This design comes from an exercise in tuning for small area on the open sky130 flow, not from production work. Function was checked by simulation only, so behaviour that the tests miss may differ from the original. Power figures rest on the tool's default switching activity, not on a simulated workload.

[flow/run.sh]
#!/bin/bash
# The standard layout (standard.sh) with these changes:
#  - after the standard synthesis, its combinational cells are re-mapped for
#    area (flow/remap.tcl; registers untouched);
#  - port buffers use the smallest buffer (buf_1);
#  - clock tree synthesis without dummy loads, with small clkbuf_4 clusters.
# Each tool's output goes to a log file in this folder (and ORFS's own logs
# under orfs/logs).
set -euo pipefail
cd "$(dirname "$0")/.."
W=$PWD
export BUFFER_PORTS_ARGS="-buffer_cell sky130_fd_sc_hd__buf_1"
export CTS_ARGS="-sink_clustering_enable -repair_clock_nets -dont_use_dummy_load -buf_list sky130_fd_sc_hd__clkbuf_4 -sink_clustering_size 10 -sink_clustering_max_diameter 40"

# 1. standard synthesis, unchanged
bash standard.sh synth > flow_synth.log 2>&1

# 2. re-map the combinational logic
R=$W/orfs/results/$FLOW_PLATFORM/master_ahb/base
cp "$R/1_2_yosys.v" "$W/standard_synth.v"
YOSYS=yosys
if [[ -x "$FLOW_HOME/../tools/install/yosys/bin/yosys" ]]; then YOSYS="$FLOW_HOME/../tools/install/yosys/bin/yosys"; fi
export REMAP_LIB="$FLOW_HOME/platforms/$FLOW_PLATFORM/lib/sky130_fd_sc_hd__tt_025C_1v80.lib"
export REMAP_DONT_USE="$(sed -n '/DONT_USE_CELLS/,/^$/p' "$FLOW_HOME/platforms/$FLOW_PLATFORM/config.mk" | grep -o 'sky130_fd_sc_hd__[a-z0-9_]*' | tr '\n' ' ')"
export REMAP_IN="$W/standard_synth.v" REMAP_OUT="$W/remapped.v" REMAP_DIR="$W" REMAP_SCRIPT="$W/flow/remap.abc"
"$YOSYS" -c "$W/flow/remap.tcl" > remap_yosys.log 2>&1
cp "$W/remapped.v" "$R/1_2_yosys.v"
sleep 1
touch "$R/1_2_yosys.v"

# 3. the rest of the standard layout, from the re-mapped netlist
bash standard.sh finish > flow_finish.log 2>&1
[flow/remap.abc]
strash
&get -n
&fraig -x
&put
scorr
dc2
strash
&get -n
&dch -f
&nf -a -R 1000
&put
[flow/remap.tcl]
# Re-map the combinational cells of the standard synthesis netlist for area.
# Flip-flop cells are kept as black boxes, so every register keeps its
# instance name, its cell type and its connections; only the logic between
# registers and ports is re-mapped (ABC, area-oriented), with the platform's
# don't-use cells excluded.
yosys -import
set lib $::env(REMAP_LIB)
read_liberty -ignore_miss_func $lib
blackbox sky130_fd_sc_hd__df* sky130_fd_sc_hd__edf* sky130_fd_sc_hd__sdf* sky130_fd_sc_hd__sedf* sky130_fd_sc_hd__dl* sky130_fd_sc_hd__conb_1
read_verilog $::env(REMAP_IN)
hierarchy -top $::env(FLOW_TOP)
tee -o $::env(REMAP_DIR)/remap_before.txt stat -liberty $lib
flatten
opt -fast
set dont_use {}
foreach c $::env(REMAP_DONT_USE) { lappend dont_use -dont_use $c }
abc -liberty $lib {*}$dont_use -script $::env(REMAP_SCRIPT)
# flatten dropped the cell modules: read them back as black boxes so that
# the checks below know the cells' pin directions
read_liberty -lib -overwrite $lib
# wires named after the flattened cells' pins (cell.pin) get internal names
yosys rename -hide w:*.*
setundef -zero
splitnets
opt_clean -purge
hilomap -singleton -hicell sky130_fd_sc_hd__conb_1 HI -locell sky130_fd_sc_hd__conb_1 LO
insbuf -buf sky130_fd_sc_hd__buf_1 A X
opt_clean -purge
check -assert -mapped
hierarchy -top $::env(FLOW_TOP)
tee -o $::env(REMAP_DIR)/remap_after.txt stat -liberty $lib
write_verilog -noattr -nohex -nodec $::env(REMAP_OUT)
[standard.sh]
#!/bin/bash
# synth_recipe.tcl (not shown) runs the flow's synth.tcl, then flattens the netlist and writes it again
# the make line also repeats each setting of config.mk as NAME=value (left out here)
make -C /OpenROAD-flow-scripts/flow DESIGN_CONFIG=/design/flow/config.mk WORK_HOME=/design/flow/orfs CLKGATE_MAP_FILE= SYNTH_SCRIPT=/design/flow/synth_recipe.tcl "${@:-finish}"
[config.mk]
export PLATFORM = sky130hd
export DESIGN_NAME = master_ahb
export DESIGN_NICKNAME = master_ahb
export VERILOG_FILES = /design/flow/design.v
export SDC_FILE = /design/flow/constraint.sdc
export NUM_CORES = 4
export LEC_CHECK = 0
export CAP_MARGIN = 20
export CORE_MARGIN = 2
export CORE_UTILIZATION = 75
export PLACE_DENSITY = 0.8
export SLEW_MARGIN = 20
[constraint.sdc]
create_clock -name core_clock -period 5.0 [get_ports {clk_master}]
set_input_delay 1.0000 -clock core_clock [delete_from_list [all_inputs] [get_ports {clk_master}]]
set_output_delay 1.0000 -clock core_clock [all_outputs]
set_load 0.01 [all_outputs]
[design.v]
`timescale 1ns/1ps
module master_ahb(
  input  logic        clk_master,
  input  logic        rst_master,
  input  logic        HREADY,
  input  logic [31:0] HRDATA,
  input  logic [31:0] data_top,
  input  logic        write_top,
  input  logic [3:0]  beat_length,
  input  logic        enb,
  input  logic [31:0] addr_top,
  input  logic        wrap_enb,
  output logic [31:0] HADDR,
  output logic        HWRITE,
  output logic [2:0]  HSIZE,
  output logic [31:0] HWDATA,
  output logic [2:0]  HBURST,
  output logic [1:0]  HTRANS,
  output logic fifo_empty,
  output logic fifo_full
);
  logic [31:0] mem [0:15];
  logic [4:0]  fifo_count;    
  logic [3:0]  hw_ptr;        
  logic        hw_valid;      
  logic        st_addr, st_data;   
  logic        burst;              
  logic [1:0]  count;              
  logic push, pop, empty, shift, start;
  assign empty = (fifo_count == 5'd0);
  assign push  = write_top && !fifo_count[4];
  assign pop   = st_data && HREADY && !empty;
  assign start = !st_addr && !st_data && enb && HREADY && !empty &&
                 ((beat_length == 4'd1 && !wrap_enb) || beat_length == 4'd4);
  assign shift = push || empty;
  assign fifo_empty = empty;
  assign fifo_full  = fifo_count[4] || (fifo_count[3:0] == 4'hF);
  always_ff @(posedge clk_master) begin
    if (shift) begin
      mem[0] <= data_top;
      for (int i = 1; i < 16; i++) mem[i] <= mem[i-1];
    end
  end
  always_ff @(posedge clk_master) begin
    if (empty) hw_ptr <= 4'd0;
    else       hw_ptr <= fifo_count[3:0] - 4'd1 + {3'b0, push};
  end
  always_ff @(posedge clk_master or posedge rst_master) begin
    if (rst_master) begin
      fifo_count <= 5'd0;
      hw_valid   <= 1'b0;
      st_addr    <= 1'b0;
      st_data    <= 1'b0;
      burst      <= 1'b0;
      count      <= 2'd0;
      HADDR      <= 32'h0;
      HTRANS     <= 2'b00;
    end else begin
      if (push && !pop)      fifo_count <= fifo_count + 5'd1;
      else if (pop && !push) fifo_count <= fifo_count - 5'd1;
      hw_valid <= st_data && (!empty || !burst);
      HTRANS[1] <= st_addr || st_data;
      HTRANS[0] <= st_data && burst;
      if (start) begin
        burst <= (beat_length == 4'd4);
        HADDR <= addr_top;
        count <= 2'd0;
      end else if (!st_addr && !st_data) begin
        burst <= 1'b0;
      end
      st_addr <= start;
      if (st_addr)
        st_data <= 1'b1;
      else if (st_data && HREADY && (!burst || count == 2'd3))
        st_data <= 1'b0;
      if (st_data && HREADY && burst) begin
        count <= count + 2'd1;
        if (wrap_enb && HADDR[3:0] == 4'hC)
          HADDR[3:2] <= 2'b00;
        else
          HADDR[31:2] <= HADDR[31:2] + 30'd1;
      end
    end
  end
  logic [15:0] rsel;
  always_comb begin
    for (int i = 0; i < 16; i++) rsel[i] = hw_valid && (hw_ptr == i[3:0]);
  end
  always_comb begin
    HWDATA = 32'h0;
    for (int i = 0; i < 16; i++) HWDATA = HWDATA | (mem[i] & {32{rsel[i]}});
  end
  assign HWRITE = st_addr || HTRANS[1];
  assign HSIZE  = 3'b010;
  assign HBURST = {1'b0, burst, burst};
endmodule
==> results.json, run 1 <==
{
  "outcome": "timing/DRC/antenna clean",
  "pre_cts_ws_ns": 1.194,
  "core_um2": 26130,
  "die_h_um": 167.6,
  "gp_congestion": 0.8294,
  "cts_buffer_depth": 3,
  "finalNonFillerCells": 1665,
  "grt_start_max_net_pins": 102,
  "clk_latency_ns": 0.74,
  "antenna_found_initial": 1,
  "fillerInstances": 1187,
  "fin_crit_ns": 4.262,
  "yosysWarnings": 2,
  "tns_ns": 0,
  "leakage_nw": 7.171,
  "grt_first_pass_wirelength_mm": 67.83,
  "ctsRootBufferMaster": "clkbuf_4",
  "overflow": 0,
  "area_growth_pct": 9.316,
  "ir_drop_mv": 0.5500,
  "finalWorstSetupSlack_ns": 0.7382,
  "grt_pass1_vias": 11900,
  "cp_num_buf_inv": 2,
  "drt-total-wl_mm": 44.77,
  "globalRouteTotalUtil": 0.3228,
  "rsz0062_at_grt": "no",
  "slowest_delay_ns": 0.82,
  "grtUsageMet2": 0.4839,
  "critPathMaxFanout": 20,
  "slew_headroom": 0.3356,
  "initial_core_util": 0.7678,
  "max_freq_mhz": 234.6,
  "dp.cells": 1597,
  "maxSlewViolCount": 0,
  "post-route-period-util": 0.8524,
  "cts_setup_buffers": 0,
  "routed_via_density": 7.264,
  "worst_pin_slew_ns": 0.9943,
  "grt_util_met3": 0.07351,
  "r2r_slack_ns": 1.63,
  "fin_util": 0.8394,
  "die-area_um2": 28080,
  "dp_hpwl_mm": 26.28,
  "slowest_stage": "nor2_4",
  "setup_viol": 0,
  "drt_iter0_drc": 2288,
  "syn_inst": 1088,
  "dr.pass1.iters": 10,
  "post_cts_resize_count": 0,
  "fin_skew_ns": 0.1030,
  "port_buffers": 144,
  "hp-class": "reg2reg",
  "die_w_um": 167.6,
  "io-pin-count": 181,
  "route.vias.total": 12100,
  "wl_per_cell_um": 26.89,
  "syn_area_um2": 20070,
  "final_antenna_net_count": 0,
  "critical_path_class": "reg2out",
  "drc": 0,
  "powerDensity_nw_per_um2": 513.9,
  "nets": 1437,
  "cts_hold_buf": 0,
  "top_usage_layer": "met1",
  "cts.sinks": 561,
  "crit_chain": "nand2b_1 -> nor2_4 -> buf_4 -> a222oi_1 -> and4_1 -> nand3_1 -> buf_1",
  "hold_viol": 0,
  "rows": 59,
  "start_kind": "register",
  "cts-buffers-inserted": 67,
  "path_clk_slew_ns": 0.11,
  "use_met1": 0.4851,
  "cts_tree": "yes",
  "cts_max_level": 3,
  "arrival_ns": 3.26,
  "cp.required_ns": 4.00,
  "maxCapViolations": 0,
  "end_kind": "output pin",
  "critPathTopFamily": "simple AND/OR/NAND/NOR gates",
  "drive_above_1_share": 0.08879,
  "avgSynthCellArea_um2": 18.44
}
cell type report:
class                      instances  area, um2  share of cell area
timing repair buffer             178      833.3             0.03799
tap                              335      419.2             0.01911
antenna                            1      2.502           0.0001141
multi-input combinational        517       3573              0.1629
clock buffer                      67      503.0             0.02293
sequential                       561      16580              0.7559
inverter                           6      22.52            0.001027
stage by stage:
| step | hold slack (ns) | power [mW] | area [um2] |
|---|---|---|---|
| after floorplan | 0.4211 | 8.704 | 20090 |
| after global placement | 0.4273 | 9.207 | 21430 |
| after detailed placement | 0.4334 | 9.353 | 21430 |
| after CTS | 0.3505 | 11.27 | 21930 |
| after global routing | 0.3759 | 11.72 | 21930 |
| final | 0.3640 | 11.27 | 21930 |
metal layers:
layer,up-vias,share of wire
li1,5146,-
met1,5829,0.37
met2,1004,0.46
met3,116,0.15
met4,0,0.027
met5,-,0
report_power, final:
part | internal [mW] | switching (mW)
registers | 7.24 | 0.887
logic | 0.269 | 0.912
clock network | 0.621 | 1.35
total | 8.13 | 3.15
flip-flops by register name, indices dropped and copies added, names as in the netlist:
signal      cells
HTRANS          2
st_addr         1
fifo_count      5
hw_ptr          4
HADDR          32
mem           512
st_data         1
burst           1
count           2
hw_valid        1
path summary, 6_finish.rpt:
path / from / end / depth (start not counted)
worst max-delay path: hw_ptr[3] / HWDATA[7] / 7
worst min-delay path: mem[13][18] / mem[14][18] / 0
worst max register to register: fifo_count[1] / HADDR[22] / 7
worst min register to register: mem[13][18] / mem[14][18] / 0
max in group asynchronous: rst_master / HADDR[16] / 3
min in group asynchronous: rst_master / fifo_count[2] / 3
cells in the final DEF (no fill, tap or decap), types with 13 or more instances in the layout:
master and instances:
edfxtp_1 512, buf_1 144, a222oi_1 114, nand2_1 77, clkbuf_4 67, a22oi_1 51
dfrtp_1 45, nand3_1 39, buf_4 31, nor2_1 26, nor3_1 20, o21ai_0 20
a21oi_1 20, nand4_1 18, and3_1 18, and4_1 13
==> run 2, diff against run 1 <==
==> flow/remap.abc (replaced) <==
strash
 &get -n
 &fraig -x
 &put
 scorr
 dc2
 dc2
 dc2
 strash
 &get -n
 &dch -f
 &nf -a -R 1000
 &put
--- a/config.mk
+++ b/config.mk
@@ -7,6 +7,6 @@
 export LEC_CHECK = 0
 export CAP_MARGIN = 20
 export CORE_MARGIN = 2
-export CORE_UTILIZATION = 75
-export PLACE_DENSITY = 0.8
+export CORE_UTILIZATION = 60
+export PLACE_DENSITY = 0.6
 export SLEW_MARGIN = 20
==> results.json, run 2 <==
{
  "outcome": "timing/DRC/antenna clean",
  "antenna_found_initial": 1,
  "grt_pass1_vias": 11420,
  "die-area_um2": 34800,
  "critical_path_class": "reg2out",
  "initial_core_util": 0.6114,
  "top_register": "mem",
  "overflow": 0,
  "nets": 1428,
  "grt_start_max_net_pins": 107,
  "wl_per_cell_um": 25.68,
  "fin_skew_ns": 0.06343,
  "drive_above_1_share": 0.1015,
  "cts_tree": "yes",
  "hp-class": "in2async",
  "path_clk_slew_ns": 0.12,
  "reg.largest.list": "mem (512), HADDR (32), fifo_count (5)",
  "r2r_start": "burst",
  "rows": 66,
  "rsz0062_at_grt": "no",
  "fillerInstances": 2283,
  "cts_buffer_depth": 3,
  "drt_iter0_drc": 1773,
  "fin_crit_ns": 4.353,
  "cts_setup_buffers": 0,
  "tns_ns": 0,
  "ir_drop_mv": 0.2743,
  "setup_viol": 0,
  "avgSynthCellArea_um2": 18.72,
  "fin_util": 0.6776,
  "syn_area_um2": 19990,
  "finalNonFillerCells": 1763,
  "cts-buffers-inserted": 71,
  "post-route-period-util": 0.8706,
  "grt_first_pass_wirelength_mm": 68.17,
  "area_growth_pct": 10.83,
  "cp.required_ns": 4.00,
  "worst_pin_slew_ns": 0.9837,
  "drc": 0,
  "dp.cells": 1690,
  "end_kind": "output pin",
  "ctsRootBufferMaster": "clkbuf_4",
  "hold_viol": 0,
  "route.vias.total": 11690,
  "final_common_cell": "edfxtp_1",
  "port_buffers": 144,
  "clk_latency_ns": 0.76,
  "post_cts_resize_count": 0,
  "die_w_um": 186.5,
  "dp_hpwl_mm": 25.24,
  "hold_slack_ns": 0.2641,
  "maxCapViolations": 0,
  "reg2regPathDepth": 20,
  "syn_inst": 1068,
  "cts_max_level": 3,
  "die_h_um": 186.5,
  "routed_via_density": 6.631,
  "crit_path_start": "hw_ptr[3]",
  "io-pin-count": 181,
  "largest_register_ffs": 512,
  "pre_cts_ws_ns": 0.1507,
  "final_cell_mix": "edfxtp_1 (512), buf_1 (144), a222oi_1 (121), nand2_1 (74), clkbuf_4 (71)",
  "globalRouteTotalUtil": 0.2606,
  "cts_hold_buf": 0,
  "finalWorstSetupSlack_ns": 0.6469,
  "powerDensity_nw_per_um2": 509.5,
  "maxSlewViolCount": 0,
  "yosysWarnings": 2,
  "drt-total-wl_mm": 45.27,
  "final_antenna_net_count": 0,
  "core_um2": 32700,
  "start_kind": "register",
  "slew_headroom": 0.3427,
  "gp_congestion": 0.7893,
  "leakage_nw": 7.274,
  "cts.sinks": 561,
  "max_freq_mhz": 229.7,
  "arrival_ns": 3.35,
  "critPathMaxFanout": 24,
  "dr.pass1.iters": 6
}
run 2: worst paths after layout:
kind,end,slack [ns]
max in group asynchronous,HADDR[31],4.17
max reg2reg,HADDR[31],0.66
min in group core_clock,mem[2][20],0.40
min reg2reg,mem[2][20],0.40
min,fifo_count[4],0.26
max,HWDATA[1],0.65
run 2: through the flow:
stage	power [mW]	area (um2)
5_1_grt	11.82	22160
6_report	11.29	22160
3_3_place_gp	9.239	21600
2_1_floorplan	8.735	20030
4_1_cts	11.35	22130
3_5_place_dp	9.306	21600
run 2: power by group:
group | switching [mW] | internal, mW | total, mW
clock network | 1.41 | 0.657 | 2.06
registers | 0.815 | 7.19 | 8.01
logic | 0.917 | 0.304 | 1.22
total | 3.14 | 8.15 | 11.3
run 2: worst max-delay path, cell delays in order, from the launching register on:
cell and delay [ns]:
dfxtp_1 0.50, nand2_1 0.30, nor2_4 0.84, buf_4 0.36
a222oi_1 0.13, and4_1 0.20, nand3_1 0.09, buf_1 0.17
run 2: metal layers:
metal  routed length [um]  vias up  track usage
met5                    0        -            0
met4                  860        0      0.07265
met3                 5167       66      0.06865
met2                20220      729       0.3756
met1                19020     5800       0.4003
li1                     -     5096            -
run 2: area by class of cell:
type                            instances  area [um2]  share of cell area
Sequential cell                       561       16580              0.7483
Multi-Input combinational cell        497        3506              0.1582
Timing Repair Buffer                  185       955.9             0.04314
Tap cell                              442       553.0             0.02496
Clock buffer                           71       533.0             0.02405
Inverter                                6       27.53            0.001242
Antenna cell                            1       2.502           0.0001129
==> run 3, diff against run 2 <==
==> flow/remap.abc (replaced) <==
strash
&get -n
&fraig -x
&put
scorr
dc2
strash
&get -n
&dch -f
&nf -a -R 1000
&put
==> results.json, run 3 <==
{
  "fin_crit_ns": 4.278,
  "route.vias.total": 11880,
  "wl_per_cell_um": 25.14,
  "drt_iter0_drc": 1745,
  "fin_skew_ns": 0.06556,
  "nets": 1443,
  "final_antenna_net_count": 0,
  "clkPwrFrac": 0.180,
  "swShare": 0.2761,
  "leakage_nw": 7.207,
  "cp_common_cell": "buf_4",
  "p_sw_mw": 3.113,
  "clk_latency_ns": 0.73,
  "cts_tree": "yes",
  "drt-total-wl_mm": 44.73,
  "tns_ns": 0,
  "cts_setup_buffers": 0,
  "cts_hold_buf": 0,
  "ctsRootBufferMaster": "clkbuf_4",
  "hold_viol": 0,
  "crit_chain": "nand3b_1 -> nor3_2 -> buf_4 -> buf_4 -> a22oi_1 -> and4_1 -> nand3_1 -> buf_1",
  "grt_start_max_net_pins": 97,
  "core_um2": 32700,
  "rows": 66,
  "fillerInstances": 2274,
  "port_buffers": 144,
  "worst_pin_slew_ns": 0.9316,
  "comb_power_share": 0.105,
  "avgSynthCellArea_um2": 18.44,
  "die-area_um2": 34920,
  "top_register": "mem",
  "io-pin-count": 181,
  "p_int_mw": 8.163,
  "critical_path_class": "reg2out",
  "cts-buffers-inserted": 71,
  "cts.sinks": 561,
  "yosysWarnings": 2,
  "grt_pass1_vias": 11590,
  "routed_via_density": 6.676,
  "rsz0062_at_grt": "no",
  "power.total_mw": 11.28,
  "cp_num_buf_inv": 3,
  "final_cell_mix": "edfxtp_1 (512), buf_1 (144), a222oi_1 (114), nand2_1 (77), clkbuf_4 (71)",
  "hp-class": "in2async",
  "cp.required_ns": 4.00,
  "max_freq_mhz": 233.8,
  "initial_core_util": 0.6136,
  "path_clk_slew_ns": 0.11,
  "arrival_ns": 3.28,
  "syn_area_um2": 20070,
  "setup_viol": 0,
  "globalRouteTotalUtil": 0.2578,
  "drive_above_1_share": 0.09288,
  "grt_first_pass_wirelength_mm": 68.34,
  "critPathMaxFanout": 11,
  "drc": 0,
  "powerDensity_nw_per_um2": 509.3,
  "maxCapViolations": 0,
  "end_kind": "output pin",
  "slew_headroom": 0.3751,
  "overflow": 0,
  "die_w_um": 186.9,
  "seq_power_share": 0.715,
  "post-route-period-util": 0.8556,
  "post_cts_resize_count": 0,
  "cts_max_level": 3,
  "maxSlewViolCount": 0,
  "slowest_stage": "nor3_2",
  "die_h_um": 186.9,
  "outcome": "timing/DRC/antenna clean",
  "reg.largest.list": "mem (512), HADDR (32), fifo_count (5)",
  "antenna_found_initial": 2,
  "critPathTopFamily": "simple AND/OR/NAND/NOR gates",
  "start_kind": "register",
  "slowest_delay_ns": 0.64,
  "ir_drop_mv": 0.5387,
  "dp_hpwl_mm": 25.66,
  "syn_inst": 1088,
  "largest_register_ffs": 512,
  "area_growth_pct": 10.34,
  "cts_buffer_depth": 3,
  "dr.pass1.iters": 10,
  "final_common_cell": "edfxtp_1",
  "gp_congestion": 0.7717
}
-- run 3: power by group through the flow --
stage,clock network (mW),registers [mW],logic [mW]
floorplan,0,7.97,0.733
global placement,0,8.08,1.18
detailed placement,0,8.13,1.21
CTS,2.10,8.05,1.20
global route,2.27,8.23,1.32
finish,2.02,8.06,1.19
-- run 3: worst paths after layout --
check                              startpoint          to  slack (ns)  depth (start not counted)
worst max-delay path                hw_ptr[0]  HWDATA[26]        0.72                          8
worst min-delay path               rst_master   HADDR[27]        0.39                          3
worst max register to register  fifo_count[1]   HADDR[21]        1.57                          7
worst min register to register      mem[3][0]   mem[4][0]        0.39                          0
max in group asynchronous          rst_master   HADDR[24]        4.17                          3
min in group core_clock             mem[3][0]   mem[4][0]        0.39                          0
-- run 3: metrics by stage --
step           hold WS (ns)  instances  instance area, um2  setup slack [ns]  utilization
2_1_floorplan        0.4211       1090               20090            0.8911            -
3_3_place_gp         0.4258       1706               21600             1.208       0.6606
3_5_place_dp         0.4316       1706               21600             1.152       0.6606
4_1_cts              0.3334       1777               22140            0.6504       0.6769
5_1_grt              0.3847       1778               22140            0.5762       0.6770
6_report             0.3891       1779               22140            0.7220       0.6771
-- run 3: final cells by class --
cell class | instances | area (um2) | share of cell area
multi-input cells | 517 | 3573 | 0.1614
diodes | 2 | 5.005 | 0.0002260
inverters | 6 | 22.52 | 0.001017
repair buffers | 180 | 873.3 | 0.03944
well taps | 442 | 553.0 | 0.02498
clock buffers | 71 | 533.0 | 0.02407
flip-flops and latches | 561 | 16580 | 0.7489
-- run 3: worst min-delay path, cell delays in order --
cell      delay [ns]
buf_1           0.07
clkinv_1        0.04
buf_4           0.46
-- run 3: per-layer routing --
metal	GRT usage	vias up	wire length, um
met1	0.3966	5912	18650
li1	-	5176	-
met2	0.3813	694	20110
met5	0	-	0
met4	0.07570	0	1005
met3	0.05028	94	4965
==> run 4, diff against run 3 <==
--- a/config.mk
+++ b/config.mk
@@ -5,8 +5,8 @@
 export SDC_FILE = /design/flow/constraint.sdc
 export NUM_CORES = 4
 export LEC_CHECK = 0
-export CAP_MARGIN = 20
+export CAP_MARGIN = 0
 export CORE_MARGIN = 2
 export CORE_UTILIZATION = 60
 export PLACE_DENSITY = 0.6
-export SLEW_MARGIN = 20
+export SLEW_MARGIN = 0
==> results.json, run 4 <==
{
  "crit_chain": "nand3b_1 -> nor3_2 -> buf_4 -> buf_4 -> a22oi_1 -> and4_1 -> nand3_1 -> buf_1",
  "powerDensity_nw_per_um2": 509.3,
  "yosysWarnings": 2,
  "hold_viol": 0,
  "reg.largest.list": "mem (512), HADDR (32), fifo_count (5)",
  "cp.required_ns": 4.00,
  "max_freq_mhz": 233.8,
  "die_h_um": 186.9,
  "cts_tree": "yes",
  "fin_skew_ns": 0.06556,
  "gp_congestion": 0.7717,
  "post-route-period-util": 0.8556,
  "overflow": 0,
  "cts_setup_buffers": 0,
  "start_kind": "register",
  "area_growth_pct": 10.34,
  "end_kind": "output pin",
  "drt-total-wl_mm": 44.73,
  "final_antenna_net_count": 0,
  "ctsRootBufferMaster": "clkbuf_4",
  "clk_latency_ns": 0.73,
  "slowest_delay_ns": 0.64,
  "arrival_ns": 3.28,
  "ir_drop_mv": 0.5387,
  "leakage_nw": 7.207,
  "final_cell_mix": "edfxtp_1 (512), buf_1 (144), a222oi_1 (114), nand2_1 (77), clkbuf_4 (71)",
  "slowest_stage": "nor3_2",
  "drive_above_1_share": 0.09288,
  "maxCapViolations": 0,
  "dp_hpwl_mm": 25.66,
  "outcome": "timing/DRC/antenna clean",
  "die_w_um": 186.9,
  "rows": 66,
  "grt_start_max_net_pins": 97,
  "hp-class": "in2async",
  "hold_slack_ns": 0.3891,
  "cp_common_cell": "buf_4",
  "final_common_cell": "edfxtp_1",
  "critPathTopFamily": "simple AND/OR/NAND/NOR gates",
  "core_um2": 32700,
  "drt_iter0_drc": 1745,
  "largest_register_ffs": 512,
  "grt_pass1_vias": 11590,
  "slew_headroom": 0.3751,
  "drc": 0,
  "dr.pass1.iters": 10,
  "top_register": "mem",
  "fin_crit_ns": 4.278,
  "cts_max_level": 3,
  "critical_path_class": "reg2out",
  "nets": 1443,
  "grt_first_pass_wirelength_mm": 68.34,
  "cp_num_buf_inv": 3,
  "route.vias.total": 11880,
  "syn_area_um2": 20070,
  "tns_ns": 0,
  "post_cts_resize_count": 0,
  "routed_via_density": 6.676,
  "cts.sinks": 561,
  "maxSlewViolCount": 0,
  "port_buffers": 144,
  "setup_viol": 0,
  "critPathMaxFanout": 11,
  "rsz0062_at_grt": "no",
  "fin_util": 0.6771,
  "design_area_um2": 22140,
  "cts_buffer_depth": 3,
  "antenna_found_initial": 2,
  "path_clk_slew_ns": 0.11,
  "globalRouteTotalUtil": 0.2578,
  "avgSynthCellArea_um2": 18.44,
  "worst_pin_slew_ns": 0.9316,
  "syn_inst": 1088,
  "wl_per_cell_um": 25.14,
  "cts_hold_buf": 0,
  "cts-buffers-inserted": 71,
  "dpl_cell_area_um2": 21600,
  "die-area_um2": 34920,
  "io-pin-count": 181,
  "initial_core_util": 0.6136
}
==> run 4: tightest hold or removal path: stages <==
cell	delay, ns
buf_1	0.07
clkinv_1	0.04
buf_4	0.46
==> run 4: area by class of cell <==
class	count	area [um2]
clock buffer	71	533.0
multi-input combinational	517	3573
timing repair buffer	180	873.3
fill	2274	10560
inverter	6	22.52
sequential	561	16580
tap	442	553.0
antenna	2	5.005
==> run 4: worst paths after layout <==
check | cells past startpoint | slack, ns | to | from
hold reg to reg | 0 | 0.39 | mem[4][0] | mem[3][0]
hold / removal | 3 | 0.39 | HADDR[27] | rst_master
setup / recovery | 8 | 0.72 | HWDATA[26] | hw_ptr[0]
min in group core_clock | 0 | 0.39 | mem[4][0] | mem[3][0]
setup reg to reg | 7 | 1.57 | HADDR[21] | fifo_count[1]
max in group asynchronous | 3 | 4.17 | HADDR[24] | rst_master
==> run 4: where the power goes <==
group | leakage [nW] | switching, mW | internal (mW)
Sequential | 5.45 | 0.834 | 7.23
Clock | 0.327 | 1.37 | 0.657
Combinational | 1.43 | 0.911 | 0.278
==> run 4: layer usage <==
layer,part of all wire,track usage,vias up
met4,0.022,0.07570,0
li1,-,-,5176
met3,0.11,0.05028,94
met2,0.45,0.3813,694
met1,0.42,0.3966,5912
met5,0,0,-
==> run 4: metrics by stage <==
| step | setup WS, ns | total power, mW | instances |
|---|---|---|---|
| floorplan | 0.8911 | 8.704 | 1090 |
| global placement | 1.208 | 9.264 | 1706 |
| detailed placement | 1.152 | 9.334 | 1706 |
| CTS | 0.6504 | 11.36 | 1777 |
| global route | 0.5762 | 11.82 | 1778 |
| finish | 0.7220 | 11.28 | 1779 |
==> run 5, diff against run 4 <==
--- a/flow/run.sh
+++ b/flow/run.sh
@@ -10,7 +10,7 @@
 cd "$(dirname "$0")/.."
 W=$PWD
 export BUFFER_PORTS_ARGS="-buffer_cell sky130_fd_sc_hd__buf_1"
-export CTS_ARGS="-sink_clustering_enable -repair_clock_nets -dont_use_dummy_load -buf_list sky130_fd_sc_hd__clkbuf_4 -sink_clustering_size 10 -sink_clustering_max_diameter 40"
+export CTS_ARGS="-sink_clustering_enable -repair_clock_nets -dont_use_dummy_load -buf_list sky130_fd_sc_hd__clkbuf_4 -sink_clustering_size 12 -sink_clustering_max_diameter 30"
 
 # 1. standard synthesis, unchanged
 bash standard.sh synth > flow_synth.log 2>&1
--- a/config.mk
+++ b/config.mk
@@ -5,8 +5,8 @@
 export SDC_FILE = /design/flow/constraint.sdc
 export NUM_CORES = 4
 export LEC_CHECK = 0
-export CAP_MARGIN = 0
+export CAP_MARGIN = 20
 export CORE_MARGIN = 2
 export CORE_UTILIZATION = 60
 export PLACE_DENSITY = 0.6
-export SLEW_MARGIN = 0
+export SLEW_MARGIN = 20
==> results.json, run 5 <==
{
  "arrival_ns": 3.30,
  "hold_viol": 0,
  "p_sw_mw": 3.208,
  "cp.required_ns": 4.00,
  "cts_hold_buf": 0,
  "start_kind": "register",
  "p_int_mw": 8.434,
  "critical_path_class": "reg2out",
  "fin_skew_ns": 0.07982,
  "drive_above_1_share": 0.1128,
  "drc": 0,
  "io-pin-count": 181,
  "gp_congestion": 0.7717,
  "cts_buffer_depth": 3,
  "seq_power_share": 0.693,
  "reg.largest.list": "mem (512), HADDR (32), fifo_count (5)",
  "globalRouteTotalUtil": 0.2613,
  "post_cts_resize_count": 0,
  "tns_ns": 0,
  "end_kind": "output pin",
  "rsz0062_at_grt": "no",
  "grt_start_max_net_pins": 97,
  "antenna_found_initial": 2,
  "syn_inst": 1088,
  "top_register": "mem",
  "grt_first_pass_wirelength_mm": 69.08,
  "largest_register_ffs": 512,
  "worst_pin_slew_ns": 0.9494,
  "die-area_um2": 34920,
  "post-route-period-util": 0.8610,
  "maxCapViolations": 0,
  "max_freq_mhz": 232.3,
  "setup_viol": 0,
  "critPathMaxFanout": 11,
  "avgSynthCellArea_um2": 18.44,
  "drt_iter0_drc": 1677,
  "core_um2": 32700,
  "area_growth_pct": 11.47,
  "power.total_mw": 11.64,
  "overflow": 0,
  "final_antenna_net_count": 0,
  "cts_tree": "yes",
  "grt_pass1_vias": 11890,
  "port_buffers": 144,
  "path_clk_slew_ns": 0.11,
  "drt-total-wl_mm": 45.35,
  "ctsRootBufferMaster": "clkbuf_4",
  "routed_via_density": 6.596,
  "route.vias.total": 11930,
  "clkPwrFrac": 0.204,
  "cts.sinks": 561,
  "die_h_um": 186.9,
  "outcome": "timing/DRC/antenna clean",
  "hold_slack_ns": 0.3261,
  "comb_power_share": 0.103,
  "leakage_nw": 7.345,
  "initial_core_util": 0.6136,
  "yosysWarnings": 2,
  "syn_area_um2": 20070,
  "clk_latency_ns": 0.78,
  "nets": 1473,
  "powerDensity_nw_per_um2": 520.5,
  "final_common_cell": "edfxtp_1",
  "ir_drop_mv": 0.6052,
  "maxSlewViolCount": 0,
  "slew_headroom": 0.3631,
  "final_cell_mix": "edfxtp_1 (512), buf_1 (144), a222oi_1 (114), clkbuf_4 (101), nand2_1 (77)",
  "dp_hpwl_mm": 25.66,
  "die_w_um": 186.9,
  "swShare": 0.2755,
  "cts_setup_buffers": 0,
  "hp-class": "in2async",
  "dr.pass1.iters": 6,
  "rows": 66,
  "cts-buffers-inserted": 101,
  "wl_per_cell_um": 25.07,
  "cts_max_level": 3,
  "fin_crit_ns": 4.305
}
-- run 5: path summary, 6_finish.rpt --
kind | slack (ns) | to | cells after the start | from
min | 0.33 | fifo_count[4] | 3 | rst_master
min reg2reg | 0.38 | mem[15][17] | 0 | mem[14][17]
min in group core_clock | 0.38 | mem[15][17] | 0 | mem[14][17]
max | 0.70 | HWDATA[26] | 8 | hw_ptr[0]
max reg2reg | 1.52 | HADDR[21] | 7 | fifo_count[1]
max in group asynchronous | 4.23 | HADDR[14] | 3 | rst_master
-- run 5: critical path: stages, from the launching register on --
cell and delay (ns):
dfxtp_1 0.33, nand3b_1 0.37, nor3_2 0.63, buf_4 0.35, buf_4 0.26, a22oi_1 0.12, and4_1 0.23, nand3_1 0.09
buf_1 0.18
-- run 5: metal layers --
| metal | part of all wire | wire, um | global-route usage | vias to the layer above |
|---|---|---|---|---|
| met5 | 0 | 0 | 0 | - |
| met4 | 0.017 | 783 | 0.08333 | 0 |
| met3 | 0.10 | 4739 | 0.06173 | 66 |
| met2 | 0.45 | 20550 | 0.3815 | 701 |
| met1 | 0.43 | 19280 | 0.3960 | 5920 |
| li1 | - | - | - | 5245 |
-- run 5: power by group through the flow --
stage                     clock network, mW  registers, mW  logic, mW
after global placement                    0           8.08       1.18
final                                  2.37           8.07       1.20
after detailed placement                  0           8.13       1.21
after CTS                              2.45           8.06       1.20
after global routing                   2.64           8.24       1.32
after floorplan                           0           7.97      0.733
-- run 5: cell type report --
cell class / instances / area [um2]
multi-input combinational: 517 / 3573
clock buffer: 101 / 758.2
sequential: 561 / 16580
fill: 2252 / 10330
antenna: 2 / 5.005
tap: 442 / 553.0
inverter: 6 / 22.52
timing repair buffer: 180 / 873.3
-- run 5: through the flow --
step | instances | utilization | worst slack (ns) | instance area (um2)
after global placement | 1706 | 0.6606 | 1.208 | 21600
final | 1809 | 0.6840 | 0.6951 | 22370
after global routing | 1808 | 0.6839 | 0.5118 | 22360
after floorplan | 1090 | - | 0.8911 | 20090
after detailed placement | 1706 | 0.6606 | 1.152 | 21600
after CTS | 1807 | 0.6838 | 0.6215 | 22360
==> run 6, diff against run 5 <==
--- a/flow/run.sh
+++ b/flow/run.sh
@@ -10,7 +10,7 @@
 cd "$(dirname "$0")/.."
 W=$PWD
 export BUFFER_PORTS_ARGS="-buffer_cell sky130_fd_sc_hd__buf_1"
-export CTS_ARGS="-sink_clustering_enable -repair_clock_nets -dont_use_dummy_load -buf_list sky130_fd_sc_hd__clkbuf_4 -sink_clustering_size 12 -sink_clustering_max_diameter 30"
+export CTS_ARGS="-sink_clustering_enable -repair_clock_nets -dont_use_dummy_load -buf_list sky130_fd_sc_hd__clkbuf_8 -sink_clustering_size 20 -sink_clustering_max_diameter 45"
 
 # 1. standard synthesis, unchanged
 bash standard.sh synth > flow_synth.log 2>&1
==> results.json, run 6 <==
{
  "critPathMaxFanout": 11,
  "clk_latency_ns": 0.64,
  "arrival_ns": 3.15,
  "critical_path_class": "reg2out",
  "top_register": "mem",
  "r2r_slack_ns": 1.56,
  "p_int_mw": 8.366,
  "drt_iter0_drc": 1822,
  "fin_crit_ns": 4.149,
  "reg.largest.list": "mem (512), HADDR (32), fifo_count (5)",
  "cts_tree": "yes",
  "slowest_delay_ns": 0.63,
  "grt_first_pass_wirelength_mm": 67.78,
  "comb_power_share": 0.104,
  "powerDensity_nw_per_um2": 515.7,
  "hold_viol": 0,
  "ctsRootBufferMaster": "clkbuf_8",
  "setup_viol": 0,
  "crit_path_end": "HWDATA[26]",
  "clkPwrFrac": 0.194,
  "slew_headroom": 0.3653,
  "post_cts_resize_count": 0,
  "die_h_um": 186.9,
  "wl_per_cell_um": 25.41,
  "crit_chain": "nand3b_1 -> nor3_2 -> buf_4 -> buf_4 -> a22oi_1 -> and4_1 -> nand3_1 -> buf_1",
  "drt-total-wl_mm": 44.60,
  "drive_above_1_share": 0.07698,
  "cp.required_ns": 4.00,
  "p_sw_mw": 3.116,
  "hold_slack_ns": 0.4081,
  "slowest_stage": "nor3_2",
  "cts.sinks": 561,
  "regToRegEndpoint": "HADDR[21]",
  "final_common_cell": "edfxtp_1",
  "final_antenna_net_count": 0,
  "cts_max_level": 2,
  "syn_inst": 1088,
  "gp_congestion": 0.7717,
  "seq_power_share": 0.702,
  "min_path_cells": 0,
  "leakage_nw": 7.226,
  "final_cell_mix": "edfxtp_1 (512), buf_1 (144), a222oi_1 (114), nand2_1 (77), a22oi_1 (51)",
  "core_um2": 32700,
  "port_buffers": 144,
  "initial_core_util": 0.6136,
  "antenna_found_initial": 1,
  "worst_pin_slew_ns": 0.9462,
  "end_kind": "output pin",
  "cts_setup_buffers": 0,
  "globalRouteTotalUtil": 0.2549,
  "yosysWarnings": 2,
  "max_freq_mhz": 241.0,
  "avgSynthCellArea_um2": 18.44,
  "outcome": "timing/DRC/antenna clean",
  "finalNonFillerCells": 1755,
  "overflow": 0,
  "area_growth_pct": 10.97,
  "swShare": 0.2714,
  "cts_buffer_depth": 3,
  "cp_common_cell": "buf_4",
  "routed_via_density": 6.619,
  "maxCapViolations": 0,
  "fin_skew_ns": 0.09134,
  "dp.cells": 1706,
  "io-pin-count": 181,
  "rows": 66,
  "post-route-period-util": 0.8298,
  "die-area_um2": 34920,
  "start_kind": "register",
  "drc": 0,
  "tns_ns": 0,
  "die_w_um": 186.9,
  "path_clk_slew_ns": 0.09,
  "dr.pass1.iters": 6,
  "crit_path_start": "hw_ptr[0]",
  "grt_pass1_vias": 11440,
  "worstHoldStart": "mem[10][9]",
  "syn_area_um2": 20070,
  "rsz0062_at_grt": "no",
  "largest_register_ffs": 512,
  "route.vias.total": 11620,
  "dp_hpwl_mm": 25.66,
  "ir_drop_mv": 0.6358,
  "nets": 1420,
  "maxSlewViolCount": 0,
  "cts-buffers-inserted": 48,
  "grt_start_max_net_pins": 97,
  "hp-class": "reg2reg",
  "r2r_start": "fifo_count[1]",
  "reg2regPathDepth": 7,
  "cts_hold_buf": 0
}
run 6: critical path: cells and delay by family (launching register included):
| family | cells | cell delay [ns] |
|---|---|---|
| AOI/OAI and AO/OA | 1 | 0.12 |
| buffers and inverters | 3 | 0.80 |
| and+or+nand+nor | 4 | 1.32 |
| DFF | 1 | 0.33 |
run 6: worst min-delay path by stage:
| stage | to | slack (ns) |
|---|---|---|
| 3_5_place_dp | mem[14][9] | 0.43 |
| 3_3_place_gp | mem[15][2] | 0.43 |
| 5_1_grt | mem[15][12] | 0.41 |
| 6_report | mem[11][9] | 0.41 |
| 2_1_floorplan | mem[10][4] | 0.42 |
| 4_1_cts | mem[15][12] | 0.41 |
run 6: metrics by stage:
| stage | setup slack (ns) | utilization | area, um2 | total power [mW] |
|---|---|---|---|---|
| after CTS | 0.8325 | 0.6808 | 22260 | 11.54 |
| after global placement | 1.208 | 0.6606 | 21600 | 9.264 |
| after floorplan | 0.8911 | - | 20090 | 8.704 |
| after global routing | 0.7258 | 0.6808 | 22260 | 12.00 |
| after detailed placement | 1.152 | 0.6606 | 21600 | 9.334 |
| final | 0.8508 | 0.6809 | 22270 | 11.48 |
run 6: per-layer routing:
layer	track usage	vias up	wire length, um
li1	-	5105	-
met1	0.3963	5835	19090
met2	0.3783	610	20260
met3	0.04822	67	4445
met4	0.06563	0	799
met5	0	-	0
run 6: final cells by class:
cell class	instances	area [um2]
antenna	1	2.502
clock buffer	48	660.6
fill	2233	10440
inverter	6	22.52
multi-input combinational	517	3573
sequential	561	16580
tap	442	553.0
timing repair buffer	180	873.3
run 6: power by group through the flow:
stage                     Sequential (mW)  Clock [mW]  Combinational [mW]
final                                8.06        2.23                1.19
after global routing                 8.24        2.44                1.32
after CTS                            8.06        2.28                1.20
after detailed placement             8.13           0                1.21
after global placement               8.08           0                1.18
after floorplan                      7.97           0               0.733
==> run 7, diff against run 6 <==
--- a/design.v
+++ b/design.v
@@ -42,6 +42,12 @@
     end
   end
   always_ff @(posedge clk_master) begin
+    if (start)
+      count <= 2'd0;
+    else if (st_data && HREADY && burst)
+      count <= count + 2'd1;
+  end
+  always_ff @(posedge clk_master) begin
     if (empty) hw_ptr <= 4'd0;
     else       hw_ptr <= fifo_count[3:0] - 4'd1 + {3'b0, push};
   end
@@ -52,7 +58,6 @@
       st_addr    <= 1'b0;
       st_data    <= 1'b0;
       burst      <= 1'b0;
-      count      <= 2'd0;
       HADDR      <= 32'h0;
       HTRANS     <= 2'b00;
     end else begin
@@ -64,7 +69,6 @@
       if (start) begin
         burst <= (beat_length == 4'd4);
         HADDR <= addr_top;
-        count <= 2'd0;
       end else if (!st_addr && !st_data) begin
         burst <= 1'b0;
       end
@@ -74,7 +78,6 @@
       else if (st_data && HREADY && (!burst || count == 2'd3))
         st_data <= 1'b0;
       if (st_data && HREADY && burst) begin
-        count <= count + 2'd1;
         if (wrap_enb && HADDR[3:0] == 4'hC)
           HADDR[3:2] <= 2'b00;
         else
--- a/flow/run.sh
+++ b/flow/run.sh
@@ -10,7 +10,7 @@
 cd "$(dirname "$0")/.."
 W=$PWD
 export BUFFER_PORTS_ARGS="-buffer_cell sky130_fd_sc_hd__buf_1"
-export CTS_ARGS="-sink_clustering_enable -repair_clock_nets -dont_use_dummy_load -buf_list sky130_fd_sc_hd__clkbuf_8 -sink_clustering_size 20 -sink_clustering_max_diameter 45"
+export CTS_ARGS="-sink_clustering_enable -repair_clock_nets -dont_use_dummy_load -buf_list sky130_fd_sc_hd__clkbuf_4 -sink_clustering_size 10 -sink_clustering_max_diameter 40"
 
 # 1. standard synthesis, unchanged
 bash standard.sh synth > flow_synth.log 2>&1
--- a/config.mk
+++ b/config.mk
@@ -7,6 +7,7 @@
 export LEC_CHECK = 0
 export CAP_MARGIN = 20
 export CORE_MARGIN = 2
-export CORE_UTILIZATION = 60
-export PLACE_DENSITY = 0.6
+export CORE_UTILIZATION = 75
+export GPL_TIMING_DRIVEN = 0
+export PLACE_DENSITY = 0.8
 export SLEW_MARGIN = 20
==> results.json, run 7 <==
{
  "drc": 0,
  "ir_drop_mv": 0.6852,
  "die_w_um": 167.4,
  "cts-buffers-inserted": 67,
  "leakage_nw": 7.259,
  "port_buffers": 144,
  "ctsRootBufferMaster": "clkbuf_4",
  "core_um2": 26130,
  "largest_register_ffs": 512,
  "dp_hpwl_mm": 28.90,
  "cp_common_cell": "buf_4",
  "slew_headroom": 0.3766,
  "cts_tree": "yes",
  "drt_iter0_drc": 2277,
  "final_antenna_net_count": 0,
  "swShare": 0.2869,
  "drt-total-wl_mm": 46.68,
  "die-area_um2": 28030,
  "routed_via_density": 7.334,
  "comb_power_share": 0.115,
  "cts_setup_buffers": 0,
  "globalRouteTotalUtil": 0.3346,
  "final_common_cell": "edfxtp_1",
  "antenna_found_initial": 1,
  "hold_viol": 0,
  "cts_hold_buf": 0,
  "end_kind": "output pin",
  "yosysWarnings": 2,
  "fin_util": 0.8531,
  "nets": 1439,
  "slowest_stage": "nor3_2",
  "avgSynthCellArea_um2": 18.53,
  "syn_inst": 1081,
  "post-route-period-util": 0.8866,
  "final_cell_mix": "edfxtp_1 (512), buf_1 (150), a222oi_1 (125), clkbuf_4 (67), nand2_1 (58)",
  "route.vias.total": 12230,
  "design_area_um2": 22290,
  "worst_pin_slew_ns": 0.9293,
  "rsz0062_at_grt": "no",
  "clk_latency_ns": 0.73,
  "critPathMaxFanout": 8,
  "dr.pass1.iters": 19,
  "overflow": 0,
  "p_int_mw": 8.372,
  "powerDensity_nw_per_um2": 526.6,
  "rows": 59,
  "critical_path_class": "reg2out",
  "p_sw_mw": 3.368,
  "grt_start_max_net_pins": 110,
  "path_clk_slew_ns": 0.10,
  "max_freq_mhz": 225.6,
  "setup_viol": 0,
  "outcome": "timing/DRC/antenna clean",
  "clkPwrFrac": 0.170,
  "grt_first_pass_wirelength_mm": 69.79,
  "start_kind": "register",
  "reg.largest.list": "mem (512), HADDR (32), fifo_count (5)",
  "post_cts_resize_count": 0,
  "fin_crit_ns": 4.433,
  "wl_per_cell_um": 28.00,
  "cp.required_ns": 4.00,
  "initial_core_util": 0.7665,
  "maxSlewViolCount": 0,
  "grt_pass1_vias": 12250,
  "seq_power_share": 0.715,
  "maxCapViolations": 0,
  "arrival_ns": 3.43,
  "top_register": "mem",
  "hp-class": "in2async",
  "reg2regPathDepth": 7,
  "die_h_um": 167.4,
  "io-pin-count": 181,
  "slowest_delay_ns": 0.70,
  "cts_max_level": 3,
  "syn_area_um2": 20030,
  "cts.sinks": 561,
  "power.total_mw": 11.74,
  "area_growth_pct": 11.29,
  "gp_congestion": 0.8217,
  "dpl_cell_area_um2": 21790,
  "cts_buffer_depth": 3,
  "fin_skew_ns": 0.06661,
  "tns_ns": 0,
  "drive_above_1_share": 0.09241,
  "crit_chain": "nand3b_1 -> nor3_2 -> buf_4 -> buf_6 -> buf_4 -> a222oi_1 -> and4_1 -> nand3_1 -> buf_1"
}
run 7: cell types whose count changed in the layout (fill, tap and decap cells not counted), moves of 5 or more:
| cell | delta |
|---|---|
| o21ai_0 | -5 |
| a222oi_1 | +11 |
| buf_16 | +15 |
| nor3_1 | +11 |
| a211o_1 | -5 |
| nand2_1 | -19 |
| nor2_1 | +17 |
| a22oi_1 | -15 |
| buf_4 | -18 |
| xor2_1 | +5 |
| buf_1 | +6 |
| clkbuf_8 | -48 |
| clkbuf_4 | +67 |
run 7: worst paths after layout:
check,slack (ns),start,endpoint
max in group asynchronous,4.43,rst_master,HADDR[10]
setup reg to reg,1.67,fifo_count[1],HADDR[30]
setup / recovery,0.57,hw_ptr[2],HWDATA[6]
min in group core_clock,0.43,mem[2][14],mem[3][14]
hold reg to reg,0.43,mem[2][14],mem[3][14]
hold / removal,0.14,rst_master,fifo_count[3]
run 7: stage by stage:
stage / hold slack, ns / setup slack [ns] / instances
2_1_floorplan: 0.4211 / 0.7746 / 1083
3_3_place_gp: 0.4251 / -2.753 / 1562
3_5_place_dp: 0.4319 / 0.9801 / 1599
4_1_cts: 0.1221 / 0.5648 / 1666
5_1_grt: 0.1148 / 0.4059 / 1667
6_report: 0.1420 / 0.5671 / 1667
run 7: area by class of cell:
cell class                 count  area, um2
sequential                   561      16570
fill                        1176       3840
multi-input combinational    510       3551
timing repair buffer         181       1200
clock buffer                  67      503.0
tap                          335      419.2
inverter                       6      23.77
buffer                         6      22.52
antenna                        1      2.502
run 7: critical path, delay by kind of cell, from the launching register on:
kind / cells / cell delay, ns
simple gates: 4 / 1.39
buf+inv: 4 / 0.86
compound gates: 1 / 0.16
flops: 1 / 0.34
run 7: power by group through the flow:
stage                     clock, mW  combinational, mW  sequential [mW]
after floorplan                   0              0.778             8.19
after global placement            0               1.12             8.48
after detailed placement          0               1.35             8.42
after CTS                      2.01               1.34             8.36
after global routing           2.17               1.47             8.53
final                          1.99               1.35             8.40
run 7: layer usage:
metal	vias up	track usage	wire length (um)
li1	5144	-	-
met1	5830	0.4756	16540
met2	1112	0.5118	21920
met3	140	0.09832	7027
met4	0	0.1164	1192
met5	-	0	0
==> run 8, diff against run 7 <==
--- a/config.mk
+++ b/config.mk
@@ -8,6 +8,5 @@
 export CAP_MARGIN = 20
 export CORE_MARGIN = 2
 export CORE_UTILIZATION = 75
-export GPL_TIMING_DRIVEN = 0
 export PLACE_DENSITY = 0.8
 export SLEW_MARGIN = 20
==> results.json, run 8 <==
{
  "crit_chain": "nand2b_1 -> nor2_4 -> buf_4 -> a22oi_1 -> and4_1 -> nand3_1 -> buf_1",
  "antenna_found_initial": 1,
  "path_clk_slew_ns": 0.10,
  "clk_latency_ns": 0.75,
  "grt_pass1_vias": 11990,
  "slowest_stage": "nor2_4",
  "critical_path_class": "reg2out",
  "syn_inst": 1081,
  "io-pin-count": 181,
  "setup_viol": 0,
  "globalRouteTotalUtil": 0.3246,
  "maxSlewViolCount": 0,
  "slowest_delay_ns": 0.83,
  "die_w_um": 167.4,
  "maxCapViolations": 0,
  "die-area_um2": 28030,
  "top_register": "mem",
  "p_sw_mw": 3.288,
  "cts_buffer_depth": 3,
  "final_common_cell": "edfxtp_1",
  "clkPwrFrac": 0.171,
  "leakage_nw": 7.144,
  "critPathMaxFanout": 22,
  "route.vias.total": 12150,
  "drc": 0,
  "cts_max_level": 3,
  "swShare": 0.2832,
  "max_freq_mhz": 228.0,
  "ctsRootBufferMaster": "clkbuf_4",
  "worst_pin_slew_ns": 1.111,
  "cts_hold_buf": 0,
  "dr.pass1.iters": 19,
  "die_h_um": 167.4,
  "fillerInstances": 1259,
  "multiInputGateArea_um2": 3550,
  "comb_power_share": 0.109,
  "slew_headroom": 0.2574,
  "reg2regPathDepth": 8,
  "hold_viol": 0,
  "hp-class": "in2async",
  "cts_setup_buffers": 0,
  "port_buffers": 144,
  "fin_crit_ns": 4.387,
  "post-route-period-util": 0.8773,
  "cts_tree": "yes",
  "final_cell_mix": "edfxtp_1 (512), buf_1 (144), a222oi_1 (125), clkbuf_4 (68), nand2_1 (58)",
  "final_antenna_net_count": 0,
  "cp.required_ns": 4.00,
  "outcome": "timing/DRC/antenna clean",
  "initial_core_util": 0.7665,
  "routed_via_density": 7.309,
  "hold_slack_ns": 0.3727,
  "grt_first_pass_wirelength_mm": 68.01,
  "yosysWarnings": 2,
  "grt_start_max_net_pins": 103,
  "largest_register_ffs": 512,
  "r2r_start": "fifo_count[0]",
  "dp_hpwl_mm": 26.28,
  "seq_power_share": 0.720,
  "syn_area_um2": 20030,
  "drive_above_1_share": 0.09201,
  "gp_congestion": 0.8553,
  "regToRegEndpoint": "HADDR[30]",
  "nets": 1434,
  "cts.sinks": 561,
  "arrival_ns": 3.39,
  "drt-total-wl_mm": 44.92,
  "area_growth_pct": 9.419,
  "end_kind": "output pin",
  "rsz0062_at_grt": "no",
  "post_cts_resize_count": 0,
  "powerDensity_nw_per_um2": 529.7,
  "tns_ns": 0,
  "cts-buffers-inserted": 68,
  "reg.largest.list": "mem (512), HADDR (32), fifo_count (5)",
  "r2r_slack_ns": 1.82,
  "register_area_um2": 16570,
  "p_int_mw": 8.322,
  "ir_drop_mv": 0.5312,
  "drt_iter0_drc": 2309,
  "overflow": 0,
  "start_kind": "register",
  "avgSynthCellArea_um2": 18.53,
  "core_um2": 26130,
  "rows": 59,
  "wl_per_cell_um": 27.02,
  "fin_skew_ns": 0.08501
}
[run 8: worst max-delay path, delay by kind of cell, from the launching register on]
kind	cells	cell delay [ns]
AOI/OAI and AO/OA	1	0.13
buffers and inverters	2	0.55
DFF	1	0.53
and+or+nand+nor	4	1.47
[run 8: power groups by stage]
stage / logic [mW] / clock network [mW] / registers [mW]
floorplan: 0.778 / 0 / 8.19
finish: 1.26 / 1.98 / 8.36
detailed placement: 1.27 / 0 / 8.40
global placement: 1.23 / 0 / 8.30
CTS: 1.26 / 2.01 / 8.33
global route: 1.39 / 2.17 / 8.51
[run 8: cell type report]
class / count / area share
Antenna cell: 1 / 0.0001142
Sequential cell: 561 / 0.7560
Multi-Input combinational cell: 510 / 0.1619
Clock buffer: 68 / 0.02329
Timing Repair Buffer: 181 / 0.03847
Tap cell: 335 / 0.01912
Inverter: 6 / 0.001028
[run 8: stage by stage]
stage	setup WS [ns]	power, mW	std cells	cell area, um2	utilization
finish	0.6133	11.61	1662	21920	0.8387
global route	0.4711	12.07	1662	21920	0.8387
CTS	0.6048	11.60	1661	21920	0.8386
detailed placement	1.379	9.670	1593	21410	0.8191
global placement	1.482	9.529	1593	21410	0.8191
floorplan	0.7746	8.972	1083	20060	-
[run 8: how the worst max path moves through the flow]
stage	from	endpoint	slack [ns]
2_1_floorplan	hw_valid	HWDATA[23]	0.77
4_1_cts	hw_ptr[1]	HWDATA[21]	0.60
6_report	hw_ptr[1]	HWDATA[15]	0.61
3_5_place_dp	hw_ptr[1]	HWDATA[21]	1.38
3_3_place_gp	hw_ptr[1]	HWDATA[21]	1.48
5_1_grt	hw_ptr[1]	HWDATA[21]	0.47
[run 8: metal layers]
layer	share of wire	up-vias	GRT usage
met5	0	-	0
met1	0.37	5895	0.4801
met2	0.46	1002	0.4862
li1	-	5134	-
met3	0.14	116	0.07563
met4	0.030	0	0.1278

-- what the ideal ports hide --
Ports are ideal in the flow. The routed layouts listed here were re-timed in OpenROAD. Step 1 sets driving cells, clkbuf_16 on the clock port and buf_2 on the other inputs (assumed; they add their load-dependent delay and slew). Step 2 times the ports against the registers' clock, not the clock port: input delays grow and output delays shrink by t, the midpoint of the rising clock arrivals with the driver on. Three values: ideal ports, drivers, drivers and shift; two values: the first two.
| run | shift t [ns] | setup slack, ns | slew at the worst register clock pin (ns) | worst data-port slew with drivers (ns) |
|---|---|---|---|---|
| run 1 | 0.733 | 0.738 / 0.689 / 1.135 | 0.11 / 0.11 | 0.10 |
| run 2 | 0.774 | 0.647 / 0.597 / 0.091 | 0.12 / 0.12 | 0.06 |
| run 3 | 0.742 | 0.722 / 0.675 / 1.150 | 0.11 / 0.11 | 0.07 |
| run 4 | 0.742 | 0.722 / 0.675 / 1.150 | 0.11 / 0.11 | 0.07 |
| run 5 | 0.793 | 0.695 / 0.646 / 1.144 | 0.12 / 0.12 | 0.07 |
| run 6 | 0.639 | 0.851 / 0.802 / 1.112 | 0.12 / 0.12 | 0.07 |
| run 7 | 0.736 | 0.567 / 0.520 / 1.256 | 0.11 / 0.11 | 0.06 |
| run 8 | 0.764 | 0.613 / 0.561 / 1.250 | 0.11 / 0.11 | 0.06 |
After both steps every run listed still meets setup and hold. For run 2, which loses most, drivers alone change the setup slack by -0.050 ns; drivers and shift together by -0.556 ns.
